This design comes from an exercise in tuning for small area, a short achievable clock period and few clock cycles on the open sky130 flow, not from production work.
Where RTL was checked, it was by simulation tests only, not by an equivalence proof against the original.

// keccak
module keccak(clk, reset, in, in_ready, is_last, byte_num, buffer_full, out, out_ready);
    input              clk, reset;
    input      [31:0]  in;
    input              in_ready, is_last;
    input      [1:0]   byte_num;
    output             buffer_full;
    output     [511:0] out;
    output reg         out_ready;
    reg       [1599:0] st;      
    reg        [17:0]  wsel;    
    reg        [55:0]  gsel;    
    reg        [4:0]   rnd;     
    reg                perm;    
    reg                fin;     
    reg                bf;      
    wire               accept = in_ready & ~bf;
    wire               blk_end = accept & (is_last | wsel[17]);
    wire               last_rnd = perm & (rnd == 5'd23);
    wire               spec = accept & is_last & (byte_num == 2'd0);
    wire               perm_n = blk_end | (perm & ~last_rnd);
    wire       [7:0]   go;      
    wire               fin_n = fin | (accept & is_last);
    wire       [31:0]  word, w;
    wire       [63:0]  rc;
    wire     [1599:0]  bo, absorbed, st_next;
    wire       [6:0]   b0r;
    wire       [63:0]  p, p2, h;    
    assign buffer_full = bf;
    padder1 padder1_ (in, is_last, byte_num, word);
    assign w = {word[7:0], word[15:8], word[23:16], word[31:24]};
    rconst rconst_ (rnd, rc);
    round  round_  (st, spec, gsel, rc, bo, b0r);
    function [17:0] gmk;
        input integer k;
        case (k)
          0: gmk = 18'h00100;
          1: gmk = 18'h00101;
          2: gmk = 18'h00200;
          3: gmk = 18'h00202;
          4: gmk = 18'h00401;
          5: gmk = 18'h00405;
          6: gmk = 18'h00500;
          7: gmk = 18'h00802;
          8: gmk = 18'h0080a;
          9: gmk = 18'h00a00;
          10: gmk = 18'h01004;
          11: gmk = 18'h01014;
          12: gmk = 18'h01104;
          13: gmk = 18'h01105;
          14: gmk = 18'h01401;
          15: gmk = 18'h01504;
          16: gmk = 18'h02008;
          17: gmk = 18'h02028;
          18: gmk = 18'h02208;
          19: gmk = 18'h0220a;
          20: gmk = 18'h02802;
          21: gmk = 18'h02a08;
          22: gmk = 18'h04010;
          23: gmk = 18'h04050;
  ...
==> flow/config.mk <==
export PLATFORM = sky130hd
export DESIGN_NAME = keccak
export DESIGN_NICKNAME = keccak
export VERILOG_FILES = /design/flow/design.v
export SDC_FILE = /design/flow/constraint.sdc
export NUM_CORES = 8
export LEC_CHECK = 0
export CAP_MARGIN = 30
export CORE_MARGIN = 2
export CORE_UTILIZATION = 40
export GPL_ROUTABILITY_DRIVEN = 1
export GPL_TIMING_DRIVEN = 1
export PLACE_DENSITY = 0.5
export SETUP_SLACK_MARGIN = 2.75
export SLEW_MARGIN = 30
export SYNTH_HIERARCHICAL = 1
==> flow/constraint.sdc <==
create_clock -name core_clock -period 5.5 [get_ports {clk}]
set_input_delay 1.1000 -clock core_clock [delete_from_list [all_inputs] [get_ports {clk}]]
set_output_delay 1.1000 -clock core_clock [all_outputs]
set_load 0.01 [all_outputs]
standard.sh (not shown) runs the stock make flow with config.mk's settings and CLKGATE_MAP_FILE= SYNTH_SCRIPT=/design/flow/synth_recipe.tcl, a recipe that flattens the netlist after the stock synthesis.
==> flow/flow/run.sh <==
#!/bin/bash
# The standard ORFS flow (the standard.sh): synthesis unchanged, then the
# layout with plain buffers instead of delay cells on the ports, a clock tree
# without dummy loads, and no x4 XOR cells (timing repair buffers long nets
# instead). The make output goes to synth.log and flow.log; each ORFS step keeps
# its own log under orfs/logs.
set -euo pipefail
bash standard.sh synth > synth.log 2>&1
# the platform's don't-use list plus the x4 XOR cells
dont=$(python3 -c 'import re,sys; s=open(sys.argv[1]).read(); m=re.search(r"export DONT_USE_CELLS \+=((?:.*\\\n)*.*\n)", s); print(" ".join(m.group(1).replace("\\\n", " ").split()))' "$FLOW_HOME/platforms/sky130hd/config.mk")
dont="$dont sky130_fd_sc_hd__xor2_4 sky130_fd_sc_hd__xnor2_4"
echo "DONT_USE_CELLS=$dont" > dont_use.log
export BUFFER_PORTS_ARGS="-buffer_cell sky130_fd_sc_hd__buf_2"
export GLOBAL_PLACEMENT_ARGS="-timing_driven_nets_percentage 100 -timing_driven_net_weight_max 8 -timing_driven_net_reweight_overflow {79 64 49 29 20}"
export CTS_ARGS="-sink_clustering_enable -repair_clock_nets -dont_use_dummy_load -sink_clustering_size 20 -sink_clustering_max_diameter 80"
bash standard.sh "DONT_USE_CELLS=$dont" finish > flow.log 2>&1
Testbench counts at the start, summed over its fixed seeds: cycles 7,376.
Edit:
==> flow/flow/run.sh (replaced) <==
#!/bin/bash
# The standard ORFS flow (the standard.sh) with the standard synthesis
# unchanged; for the layout steps only:
# - plain buf_2 cells (not delay cells) as the port buffers;
# - timing-driven global placement weighting every net by its criticality;
# - a clock tree without dummy loads.
# The make output goes to synth.log and flow.log; each ORFS step keeps its own
# log under orfs/logs.
set -euo pipefail
bash standard.sh synth > synth.log 2>&1
# the platform's don't-use list plus the cells above
dont=$(python3 -c 'import re,sys; s=open(sys.argv[1]).read(); m=re.search(r"export DONT_USE_CELLS \+=((?:.*\\\n)*.*\n)", s); print(" ".join(m.group(1).replace("\\\n", " ").split()))' "$FLOW_HOME/platforms/sky130hd/config.mk")
dont="$dont sky130_fd_sc_hd__xor2_4 sky130_fd_sc_hd__xnor2_4 sky130_fd_sc_hd__buf_12 sky130_fd_sc_hd__buf_16 sky130_fd_sc_hd__xor2_2 sky130_fd_sc_hd__xnor2_2"
echo "DONT_USE_CELLS=$dont" > dont_use.log
export BUFFER_PORTS_ARGS="-buffer_cell sky130_fd_sc_hd__buf_2"
export GLOBAL_PLACEMENT_ARGS="-timing_driven_nets_percentage 100 -timing_driven_net_weight_max 8 -timing_driven_net_reweight_overflow {79 64 49 29 20}"
export SKIP_GATE_CLONING=1
export CTS_ARGS="-sink_clustering_enable -repair_clock_nets -dont_use_dummy_load -sink_clustering_size 20 -sink_clustering_max_diameter 80"
bash standard.sh "DONT_USE_CELLS=$dont" finish > flow.log 2>&1
Settings changed: CORE_UTILIZATION 40 to 50, PLACE_DENSITY 0.5 to 0.6.
Effect: The new run completed with no timing, DRC or antenna violations; worst setup slack gets worse by 290 ps; worst hold slack gets better by 32 ps; area after synthesis stays the same; die area decreases by 20%; non-clock buffer count increases by 637; critical path depth increases by 1; final area decreases by 12%.
Edit:
==> flow/flow/run.sh (replaced) <==
#!/bin/bash
# The standard ORFS flow (the standard.sh): synthesis unchanged, then the
# layout with plain buffers instead of delay cells on the ports, a clock tree
# without dummy loads, and no x4 XOR cells (timing repair buffers long nets
# instead). The make output goes to synth.log and flow.log; each ORFS step keeps
# its own log under orfs/logs.
set -euo pipefail
bash standard.sh synth > synth.log 2>&1
# the platform's don't-use list plus the x4 XOR cells
dont=$(python3 -c 'import re,sys; s=open(sys.argv[1]).read(); m=re.search(r"export DONT_USE_CELLS \+=((?:.*\\\n)*.*\n)", s); print(" ".join(m.group(1).replace("\\\n", " ").split()))' "$FLOW_HOME/platforms/sky130hd/config.mk")
dont="$dont sky130_fd_sc_hd__xor2_4 sky130_fd_sc_hd__xnor2_4 sky130_fd_sc_hd__buf_12 sky130_fd_sc_hd__buf_16 sky130_fd_sc_hd__xor2_2 sky130_fd_sc_hd__xnor2_2 sky130_fd_sc_hd__buf_8"
echo "DONT_USE_CELLS=$dont" > dont_use.log
export BUFFER_PORTS_ARGS="-buffer_cell sky130_fd_sc_hd__buf_2"
export GLOBAL_PLACEMENT_ARGS="-timing_driven_nets_percentage 100 -timing_driven_net_weight_max 8 -timing_driven_net_reweight_overflow {79 64 49 29 20}"
export CTS_ARGS="-sink_clustering_enable -repair_clock_nets -dont_use_dummy_load -sink_clustering_size 20 -sink_clustering_max_diameter 80"
bash standard.sh "DONT_USE_CELLS=$dont" finish > flow.log 2>&1
Settings changed: CORE_UTILIZATION 50 to 40, PLACE_DENSITY 0.6 to 0.5, SETUP_SLACK_MARGIN 2.75 to 2.5.
Outcome: Synthesized area is unchanged. Via count fell by 6.5%. Register-to-register slack gets worse by 20 ps.

Another version of the RTL of keccak (not shown whole).
Size: ~12000 cells after synthesis, ~550 I/O pins, roughly 120000 um2 of cells after synthesis.
## keccak
module keccak(clk, reset, in, in_ready, is_last, byte_num, buffer_full, out, out_ready);
    input              clk, reset;
    input      [31:0]  in;
    input              in_ready, is_last;
    input      [1:0]   byte_num;
    output             buffer_full;
    output     [511:0] out;
    output reg         out_ready;
    reg       [1599:0] st;      
    reg        [4:0]   wc;      
    reg        [4:0]   rnd;     
    reg                perm;    
    reg                fin;     
    reg                bf;      
    wire               accept = in_ready & ~bf;
    wire               blk_end = accept & (is_last | (wc == 5'd17));
    wire               last_rnd = perm & (rnd == 5'd23);
    wire               spec = accept & is_last & (byte_num == 2'd0);
    wire               perm_n = blk_end | (perm & ~last_rnd);
    wire               go = perm | spec;    
    wire               fin_n = fin | (accept & is_last);
    wire       [31:0]  word, w;
    wire       [63:0]  rc;
    wire     [1599:0]  round_out, absorbed, st_next, pf;
    wire       [63:0]  p, h;    
    assign buffer_full = bf;
    padder1 padder1_ (in, is_last, byte_num, word);
    assign w = {word[7:0], word[15:8], word[23:16], word[31:24]};
    rconst rconst_ (rnd, rc);
    round  round_  (st, pf, rc, round_out);
    always @ (posedge clk)
      if (reset) begin
        wc <= 0; rnd <= 0; perm <= 0; fin <= 0; bf <= 0; out_ready <= 0;
      end else begin
        if (accept)
          wc <= blk_end ? 5'd0 : wc + 5'd1;
        perm <= perm_n;
        fin <= fin_n;
        bf <= perm_n | fin_n;
        if (perm)
          rnd <= last_rnd ? 5'd0 : rnd + 5'd1;
        else if (spec)
          rnd <= 5'd1;
        if (last_rnd & fin)
          out_ready <= 1;
      end
    genvar j, k;
    generate
      for (j = 0; j < 18; j = j + 1) begin : ABS
        wire e = accept & (wc == j);
        for (k = 0; k < 32; k = k + 1) begin : B
          if (j == 17 && k == 31)
            assign absorbed[32*j + k] = st[32*j + k] ^ (w[k] & e) ^ (accept & is_last);
          else
            kab ab (st[32*j + k], w[k], e, absorbed[32*j + k]);
        end
      end
    endgenerate
  ...
==> flow/config.mk <==
export PLATFORM = sky130hd
export DESIGN_NAME = keccak
export DESIGN_NICKNAME = keccak
export VERILOG_FILES = /design/flow/design.v
export SDC_FILE = /design/flow/constraint.sdc
export NUM_CORES = 8
export LEC_CHECK = 0
export CAP_MARGIN = 30
export CORE_MARGIN = 2
export CORE_UTILIZATION = 40
export GPL_ROUTABILITY_DRIVEN = 1
export GPL_TIMING_DRIVEN = 1
export PLACE_DENSITY = 0.5
export SETUP_SLACK_MARGIN = 2.5
export SLEW_MARGIN = 30
export SYNTH_HIERARCHICAL = 1
==> flow/constraint.sdc <==
create_clock -name core_clock -period 5.5 [get_ports {clk}]
set_input_delay 1.1000 -clock core_clock [delete_from_list [all_inputs] [get_ports {clk}]]
set_output_delay 1.1000 -clock core_clock [all_outputs]
set_load 0.01 [all_outputs]
==> flow/flow/run.sh <==
#!/bin/bash
# The standard ORFS flow (the standard.sh), with plain buffers instead of
# delay cells on the ports. The make output goes to flow.log; each ORFS step
# keeps its own log under orfs/logs.
set -euo pipefail
export BUFFER_PORTS_ARGS="-buffer_cell sky130_fd_sc_hd__buf_2"
bash standard.sh > flow.log 2>&1
Next try:
CTS_CLUSTER_DIAMETER = 100   (was default)
CTS_CLUSTER_SIZE = 30   (was default)
Cell count went down by 1.1%.
Worst setup slack loses 0.014 ns.
Function was not checked in any run of this note: the RTL went through the layout flow alone.

Setup of job 101:
RTL: one of the versions met above, not the one the previous note started from.
For scale: ~12000 cells after synthesis, ~550 I/O pins, roughly 120000 µm² of cells after synthesis.
==> flow/config.mk <==
export PLATFORM = sky130hd
export DESIGN_NAME = keccak
export DESIGN_NICKNAME = keccak
export VERILOG_FILES = /design/flow/design.v
export SDC_FILE = /design/flow/constraint.sdc
export NUM_CORES = 8
export LEC_CHECK = 0
export CAP_MARGIN = 30
export CORE_MARGIN = 2
export CORE_UTILIZATION = 40
export GPL_ROUTABILITY_DRIVEN = 1
export GPL_TIMING_DRIVEN = 1
export PLACE_DENSITY = 0.5
export SETUP_SLACK_MARGIN = 2.75
export SLEW_MARGIN = 30
export SYNTH_HIERARCHICAL = 1
==> flow/constraint.sdc <==
create_clock -name core_clock -period 5.5 [get_ports {clk}]
set_input_delay 1.1000 -clock core_clock [delete_from_list [all_inputs] [get_ports {clk}]]
set_output_delay 1.1000 -clock core_clock [all_outputs]
set_load 0.01 [all_outputs]
==> flow/flow/run.sh <==
#!/bin/bash
# The standard ORFS flow (the standard.sh): synthesis unchanged, then the
# layout with plain buffers instead of delay cells on the ports, a clock tree
# without dummy loads, and no x4 XOR cells (timing repair buffers long nets
# instead). The make output goes to synth.log and flow.log; each ORFS step keeps
# its own log under orfs/logs.
set -euo pipefail
bash standard.sh synth > synth.log 2>&1
# the platform's don't-use list plus the x4 XOR cells
dont=$(python3 -c 'import re,sys; s=open(sys.argv[1]).read(); m=re.search(r"export DONT_USE_CELLS \+=((?:.*\\\n)*.*\n)", s); print(" ".join(m.group(1).replace("\\\n", " ").split()))' "$FLOW_HOME/platforms/sky130hd/config.mk")
dont="$dont sky130_fd_sc_hd__xor2_4 sky130_fd_sc_hd__xnor2_4 sky130_fd_sc_hd__buf_12 sky130_fd_sc_hd__buf_16 sky130_fd_sc_hd__xor2_2 sky130_fd_sc_hd__xnor2_2 sky130_fd_sc_hd__buf_8 sky130_fd_sc_hd__nor2b_4 sky130_fd_sc_hd__nor2_4 sky130_fd_sc_hd__and2_4 sky130_fd_sc_hd__dfxtp_4"
echo "DONT_USE_CELLS=$dont" > dont_use.log
export BUFFER_PORTS_ARGS="-buffer_cell sky130_fd_sc_hd__buf_2"
export GLOBAL_PLACEMENT_ARGS="-timing_driven_nets_percentage 100 -timing_driven_net_weight_max 8 -timing_driven_net_reweight_overflow {79 64 49 29 20}"
export CTS_ARGS="-sink_clustering_enable -repair_clock_nets -dont_use_dummy_load -sink_clustering_size 20 -sink_clustering_max_diameter 80"
bash standard.sh "DONT_USE_CELLS=$dont" finish > flow.log 2>&1
Testbench counts of job 101, summed over its fixed seeds: cycles 7,376.
diff inputs: job 101 => job 102
==> flow/flow/run.sh <==
#!/bin/bash
# The standard ORFS flow (the standard.sh) with the standard synthesis
# unchanged; for the layout steps only:
# - plain buf_2 cells (not delay cells) as the port buffers;
# - timing-driven global placement weighting every net by its criticality;
# - a clock tree without dummy loads.
# The make output goes to synth.log and flow.log; each ORFS step keeps its own
# log under orfs/logs.
set -euo pipefail
bash standard.sh synth > synth.log 2>&1
# the platform's don't-use list plus the cells above
dont=$(python3 -c 'import re,sys; s=open(sys.argv[1]).read(); m=re.search(r"export DONT_USE_CELLS \+=((?:.*\\\n)*.*\n)", s); print(" ".join(m.group(1).replace("\\\n", " ").split()))' "$FLOW_HOME/platforms/sky130hd/config.mk")
dont="$dont sky130_fd_sc_hd__xor2_4 sky130_fd_sc_hd__xnor2_4 sky130_fd_sc_hd__buf_12 sky130_fd_sc_hd__buf_16 sky130_fd_sc_hd__xor2_2 sky130_fd_sc_hd__xnor2_2"
echo "DONT_USE_CELLS=$dont" > dont_use.log
export BUFFER_PORTS_ARGS="-buffer_cell sky130_fd_sc_hd__buf_2"
export GLOBAL_PLACEMENT_ARGS="-timing_driven_nets_percentage 100 -timing_driven_net_weight_max 8 -timing_driven_net_reweight_overflow {79 64 49 29 20}"
export SKIP_GATE_CLONING=1
export CTS_ARGS="-sink_clustering_enable -repair_clock_nets -dont_use_dummy_load -sink_clustering_size 20 -sink_clustering_max_diameter 80"
bash standard.sh "DONT_USE_CELLS=$dont" finish > flow.log 2>&1
Notes after the runs:
- Re total met3 wirelength after detailed routing: job 102 is 4.3% down on job 101.
- Average vias per placed instance: job 102 vs job 101 up about 1.1%
- [compare] base=job 101 new=job 102: multi-input combinational area share decreased by 0.33 points relative to the old numbers; critical path data arrival time decreased 0.15 ns; total placed cells including tap cells moved down; upper clock frequency limit climbed about 5%; wire length of the first global-routing pass decreased by 3700 µm relative to the old numbers.
- Job 102 ends up with a area growth from synthesis to layout that is 0.61 points lower than in job 101.
- Compared with job 101, job 102 shows a routed wire length that is about 1% lower.
#### Input delta (job 103 over job 102)
Settings: a change of SETUP_SLACK_MARGIN from 2.75 to 2.5.
==> flow/flow/run.sh <==
#!/bin/bash
# The standard ORFS flow (the standard.sh): synthesis unchanged, then the
# layout with plain buffers instead of delay cells on the ports, a clock tree
# without dummy loads, and no x4 XOR cells (timing repair buffers long nets
# instead). The make output goes to synth.log and flow.log; each ORFS step keeps
# its own log under orfs/logs.
set -euo pipefail
bash standard.sh synth > synth.log 2>&1
# the platform's don't-use list plus the x4 XOR cells
dont=$(python3 -c 'import re,sys; s=open(sys.argv[1]).read(); m=re.search(r"export DONT_USE_CELLS \+=((?:.*\\\n)*.*\n)", s); print(" ".join(m.group(1).replace("\\\n", " ").split()))' "$FLOW_HOME/platforms/sky130hd/config.mk")
dont="$dont sky130_fd_sc_hd__xor2_4 sky130_fd_sc_hd__xnor2_4"
echo "DONT_USE_CELLS=$dont" > dont_use.log
export BUFFER_PORTS_ARGS="-buffer_cell sky130_fd_sc_hd__buf_2"
export GLOBAL_PLACEMENT_ARGS="-timing_driven_nets_percentage 100 -timing_driven_net_weight_max 16 -timing_driven_net_reweight_overflow {79 70 60 50 40 30 20}"
export CTS_ARGS="-sink_clustering_enable -repair_clock_nets -dont_use_dummy_load -sink_clustering_size 20 -sink_clustering_max_diameter 80"
bash standard.sh "DONT_USE_CELLS=$dont" finish > flow.log 2>&1
Relative to job 102, overall via count from detail_route decreased by about 6.4% in job 103.
Compared to job 102, job 103 leaves less free space in the core.
Number of instances on the worst hold path across job 102 and job 103: no real change.
[compare] base=job 102 new=job 103: worst slack after detailed placement saw an increase; layout clock buffer count has increased; routed wire length fell by 22000 µm; cell area after layout picked up an extra 5.3%; setup slack went down 0.23 ns.
Compared with job 102, job 103 shows iteration-0 DRC count of the detailed router that has gone down by a few percent.
Worst hold margin: job 103 higher than job 102
## Diff of input files: job 104 against job 103
Settings: a change of SETUP_SLACK_MARGIN from 2.5 to 2.75.
-- flow/flow/run.sh --
<<< job 103, line 11
dont="$dont sky130_fd_sc_hd__xor2_4 sky130_fd_sc_hd__xnor2_4"
>>> job 104, line 11
dont="$dont sky130_fd_sc_hd__xor2_4 sky130_fd_sc_hd__xnor2_4 sky130_fd_sc_hd__buf_12 sky130_fd_sc_hd__buf_16 sky130_fd_sc_hd__xor2_2 sky130_fd_sc_hd__xnor2_2"
<<< job 103, line 14
export GLOBAL_PLACEMENT_ARGS="-timing_driven_nets_percentage 100 -timing_driven_net_weight_max 16 -timing_driven_net_reweight_overflow {79 70 60 50 40 30 20}"
>>> job 104, line 14
export GLOBAL_PLACEMENT_ARGS="-timing_driven_nets_percentage 100 -timing_driven_net_weight_max 8 -timing_driven_net_reweight_overflow {79 64 49 29 20}"
==> notes.md <==
Non-clock buffer count was higher in job 104 than in job 103. Job 104 vs. job 103: wire length on met3 saw an increase; share of the core filled with cells went down by 2.5 points; worst setup margin increased by 0.23 ns relative to the old numbers; via count now larger; worst endpoint required time now sits at about the same level. Diff job 103 -> job 104 | final wirelength | up by a few percent. Going from job 103 to job 104, fraction of area in registers grows by 1.5 points.

[what the ideal ports hide]
The flow's constraints put no driver on any port. The routed layouts listed below were extracted and timed again, unchanged, in two steps.
Step 1, drivers: a clkbuf_16 drives clk and a buf_2 each remaining input, both assumed.
Step 2, shift: input delay + t, output delay - t, t = (earliest + latest rising clock arrival at the registers) / 2. This alone moves slack from input paths to output paths.
Three values: ideal ports, drivers, drivers and shift; two values: the first two.
run	t (ns)	slack for setup (ns)	worst setup path at the end	latest minus earliest clock arrival (ns)	pins driven straight from the clock port
the first run of note 1	1.021	2.559 / 2.559 / 1.654	input to register	0.081 / 0.080	1
the second run of note 1	0.973	2.273 / 2.273 / 1.646	input to register	0.068 / 0.068	1
the third run of note 1	1.015	2.255 / 2.255 / 1.446	input to register	0.074 / 0.074	1
the first run of note 2	1.070	1.604 / 1.604 / 0.635	input to register	0.064 / 0.064	1
the second run of note 2	1.098	1.590 / 1.590 / 0.605	input to register	0.075 / 0.074	1
job 101	1.032	2.412 / 2.418 / 1.425	input to register	0.067 / 0.067	1
job 102	1.029	2.561 / 2.561 / 1.774	input to register	0.049 / 0.050	1
job 103	1.014	2.330 / 2.330 / 1.554	input to register	0.082 / 0.082	1
job 104	1.024	2.565 / 2.559 / 1.610	input to register	0.066 / 0.065	1
After both steps every run listed still meets setup and hold. For job 101, which loses most, drivers alone change the setup slack by +0.006 ns; drivers and shift together by -0.987 ns.
